What follows belongs to an exercise in optimizing a design on an open flow for small area, a short achievable clock period and few clock cycles per item; a production flow would make more cautious choices.
Only simulation tests tie the RTL to the original design; equivalence was not proved.
Power is estimated from default activity; no workload was simulated.

Design PROCESSOR, start of the top module:
module PROCESSOR (
    iClk, nRst, iRDY,
    oMemAddr, oMemData,
    iMemData,
    oMemWrite, oMemRead
);
==> module PROCESSOR, before the edit <==
module PROCESSOR (
    iClk, nRst, iRDY,
    oMemAddr, oMemData,
    iMemData,
    oMemWrite, oMemRead
);
input wire iClk, nRst, iRDY;
output wire [31:0] oMemAddr, oMemData;
input wire  [31:0] iMemData;
output wire        oMemWrite, oMemRead;
wire [4:0]  fA   = iMemData[31:27];
wire [4:0]  fB   = iMemData[26:22];
wire [10:0] fOpx = iMemData[16:6];
wire [5:0]  fOp  = iMemData[5:0];
wire f_addi = (fOp == 6'h04);
wire f_ldw  = (fOp == 6'h17);
wire f_stw  = (fOp == 6'h15);
wire f_br   = (fOp == 6'h06);
wire f_beq  = (fOp == 6'h26);
wire f_blt  = (fOp == 6'h16);
wire f_call = (fOp == 6'h00);
wire f_rt   = (fOp == 6'h3A);
wire f_add  = f_rt && (fOpx == 11'h620);
wire f_sub  = f_rt && (fOpx == 11'h720);
wire f_ret  = f_rt && (fOpx == 11'h0A0);
wire f_wr   = f_addi || f_add || f_sub || f_call;
wire [4:0] f_dest = f_rt ? iMemData[21:17] : f_call ? 5'd31 : fB;
reg [31:0] eA, eB;       
reg [31:0] eY;           
reg [25:0] eI;           
reg [31:0] ePF;          
reg        eS;           
reg e_wr, e_call, e_ret, e_br, e_beq, e_blt, e_ldw, e_stw, e_rt, e_sub;
reg e_done;              
reg [4:0] e_dest;        
wire [31:0] e_imm   = {{16{eS}}, eI[15:0]};    
wire [31:0] e_imm26 = {6'd0, eI};
wire [31:0] sum;
ALU alu(.iSub(e_sub), .iRegA(eA), .iRegB(eY), .oRegC(sum));
wire [31:0] e_res = e_call ? ePF : sum;
wire [3:0] e_eq, e_lt;
FEQ32 ceq(.iA(eA), .iB(e_imm), .oEQ(e_eq));
FLT32 clt(.iA(eA), .iB(eB), .oLT(e_lt));
wire [31:0] tgt;
FADD32 atg(.iA(ePF), .iB(e_imm), .oS(tgt));
wire mem = (e_ldw || e_stw) && !e_done;    
wire sc = !mem && e_call;
wire nmc = e_br || mem || e_call;    
genvar gq, gb;
generate
    for (gq = 0; gq < 4; gq = gq + 1) begin : nf
        wire st, sp;
        G_AO221 ust(.a1(e_blt), .a2(e_lt[gq]), .b1(e_beq), .b2(e_eq[gq]), .c1(e_br), .y(st));
        G_AOI221 usp(.a1(e_blt), .a2(e_lt[gq]), .b1(e_beq), .b2(e_eq[gq]), .c1(nmc), .y(sp));
        for (gb = 8*gq; gb < 8*gq + 8; gb = gb + 1) begin : b
            wire ys, yt, yp, yi;
            G_NAND2 us(.a(mem), .b(sum[gb]), .y(ys));
            G_NAND2 ut(.a(st), .b(tgt[gb]), .y(yt));
            G_NAND2 up(.a(sp), .b(ePF[gb]), .y(yp));
            if (gb < 26) begin : i26
                G_NAND2 ui(.a(sc), .b(eI[gb]), .y(yi));
                G_NAND4 uc(.a(ys), .b(yt), .c(yp), .d(yi), .y(oMemAddr[gb]));
            end else begin : n26
                G_NAND3 uc(.a(ys), .b(yt), .c(yp), .y(oMemAddr[gb]));
            end
        end
    end
endgenerate
wire [31:0] ra, rb;
registers regs(
    .iClk(iClk), .nRst(nRst),
    .iWrite(iRDY && (mem ? e_ldw : e_wr)), .iAddrW(e_dest), .iDataW(mem ? iMemData : e_res),
    .iBypV(e_wr), .iBypAddr(e_dest), .iBypData(e_res),
    .iAddrA(fA), .iAddrB(fB),
    .oRegA(ra), .oRegB(rb)
);
wire [31:0] pf_nx = e_call ? e_imm26 :
                    e_ret  ? eA :
                    oMemAddr + 32'd4;     
wire fetch = iRDY && !mem;    
wire [128:0] eq_q = {eS, eA, eB, eY, ePF};
wire [128:0] eq_n = {iMemData[21], ra, rb, f_rt ? (rb ^ {32{f_sub}}) : {{16{iMemData[21]}}, iMemData[21:6]}, pf_nx};
wire [128:0] eq_d;
wire nfetch = !fetch;
genvar ge;
generate
    for (ge = 0; ge < 129; ge = ge + 1) begin : ed
        AO22 u(.a1(fetch), .a2(eq_n[ge]), .b1(nfetch), .b2(eq_q[ge]), .x(eq_d[ge]));
    end
endgenerate
always @(posedge iClk) begin
    {eS, eA, eB, eY, ePF} <= eq_d;
end
always @(posedge iClk) begin
    if (fetch) begin
        e_ret <= f_ret;
        e_br  <= f_br;
        e_beq <= f_beq;
        e_blt <= f_blt;
        e_rt  <= f_rt;
        e_sub <= f_sub;
        e_dest <= f_dest;
    end
end
always @(posedge iClk or negedge nRst) begin
    if (!nRst) begin
        eI     <= 26'd0;
        e_call <= 1'b1;
        e_wr   <= 1'b0;
        e_ldw  <= 1'b0;
        e_stw  <= 1'b0;
        e_done <= 1'b0;
    end else if (iRDY) begin
        if (mem) begin
            e_done <= 1'b1;
        end else begin
            eI     <= iMemData[31:6];
            e_call <= f_call;
            e_wr   <= f_wr;
            e_ldw  <= f_ldw;
            e_stw  <= f_stw;
            e_done <= 1'b0;
        end
    end
end
assign oMemRead  = !(mem && e_stw);
assign oMemWrite = mem && e_stw;
assign oMemData  = eB;
endmodule
==> flow/config.mk <==
export PLATFORM = sky130hd
export DESIGN_NAME = PROCESSOR
export DESIGN_NICKNAME = PROCESSOR
export VERILOG_FILES = /design/flow/design.v
export SDC_FILE = /design/flow/constraint.sdc
export NUM_CORES = 4
export LEC_CHECK = 0
export CAP_MARGIN = 20
export CORE_MARGIN = 2
export CORE_UTILIZATION = 30
export CTS_CLUSTER_DIAMETER = 80
export CTS_CLUSTER_SIZE = 25
export SETUP_SLACK_MARGIN = 5
export SLEW_MARGIN = 20
export SYNTH_HIERARCHICAL = 1
export SYNTH_MINIMUM_KEEP_SIZE = 0
export TNS_END_PERCENT = 20
==> flow/constraint.sdc <==
create_clock -name core_clock -period 10.0 [get_ports {iClk}]
set_input_delay 2.0000 -clock core_clock [delete_from_list [all_inputs] [get_ports {iClk}]]
set_output_delay 2.0000 -clock core_clock [all_outputs]
set_load 0.01 [all_outputs]
run.sh (not shown) runs the stock make flow with config.mk's settings and CLKGATE_MAP_FILE= SYNTH_SCRIPT=/design/flow/synth_recipe.tcl, a recipe that flattens the netlist after the stock synthesis.
The first run finished clean.
Testbench counts at the start, summed over its fixed seeds: cycles 72,000, txns 72,000.
Edit:
--- a/flow/design.v
+++ b/flow/design.v
@@ -1135,11 +1135,11 @@
 reg [31:0] eA, eB;       
 reg [31:0] eY;           
 reg [25:0] eI;           
 reg [31:0] ePF;          
 reg        eS;           
-reg e_wr, e_call, e_ret, e_br, e_beq, e_blt, e_ldw, e_stw, e_rt, e_sub;
+reg e_wr, e_call, e_ret, e_br, e_beq, e_blt, e_ldw, e_stw, e_sub;
 reg e_done;              
 reg [4:0] e_dest;        
 wire [31:0] e_imm   = {{16{eS}}, eI[15:0]};    
 wire [31:0] e_imm26 = {6'd0, eI};
 wire [31:0] sum;
@@ -1199,32 +1199,34 @@
     {eS, eA, eB, eY, ePF} <= eq_d;
 end
 always @(posedge iClk) begin
     if (fetch) begin
         e_ret <= f_ret;
-        e_br  <= f_br;
-        e_beq <= f_beq;
-        e_blt <= f_blt;
-        e_rt  <= f_rt;
         e_sub <= f_sub;
         e_dest <= f_dest;
     end
 end
 always @(posedge iClk or negedge nRst) begin
     if (!nRst) begin
         eI     <= 26'd0;
         e_call <= 1'b1;
+        e_br   <= 1'b0;
+        e_beq  <= 1'b0;
+        e_blt  <= 1'b0;
         e_wr   <= 1'b0;
         e_ldw  <= 1'b0;
         e_stw  <= 1'b0;
         e_done <= 1'b0;
     end else if (iRDY) begin
         if (mem) begin
             e_done <= 1'b1;
         end else begin
             eI     <= iMemData[31:6];
             e_call <= f_call;
+            e_br   <= f_br;
+            e_beq  <= f_beq;
+            e_blt  <= f_blt;
             e_wr   <= f_wr;
             e_ldw  <= f_ldw;
             e_stw  <= f_stw;
             e_done <= 1'b0;
         end
After rerunning: The new run ran to the end with no violations. Combinational power came out lower by 26%. Via count came out higher by 1.3%. Design area barely changes. Register-to-register slack improves by 0.13 ns. Routed wire length came out higher by 3.8%. Core utilization stays flat.
Testbench counts after the change, summed over its fixed seeds: cycles 72,000, txns 72,000.

==> what the ideal ports hide <==
Ports are ideal in the flow. The routed layouts listed here were re-timed in OpenROAD. Step 1 sets driving cells, clkbuf_16 on the clock port and buf_2 on the other inputs (assumed; they add their load-dependent delay and slew). Step 2, shift: input delay + t, output delay - t, t = (earliest + latest rising clock arrival at the registers) / 2. This alone moves slack from input paths to output paths. Slacks: ideal / step 1 / step 2; pairs: ideal / step 1.
run | t (ns) | slack for setup (ns) | cell pins on the clock port's net
the first run | 0.792 | 4.678 / 4.658 / 3.888 | 1
the second run | 0.843 | 4.649 / 4.637 / 3.873 | 1
After both steps every run listed still meets setup and hold. For the first run, which loses most, drivers alone change the setup slack by -0.020 ns; drivers and shift together by -0.790 ns.
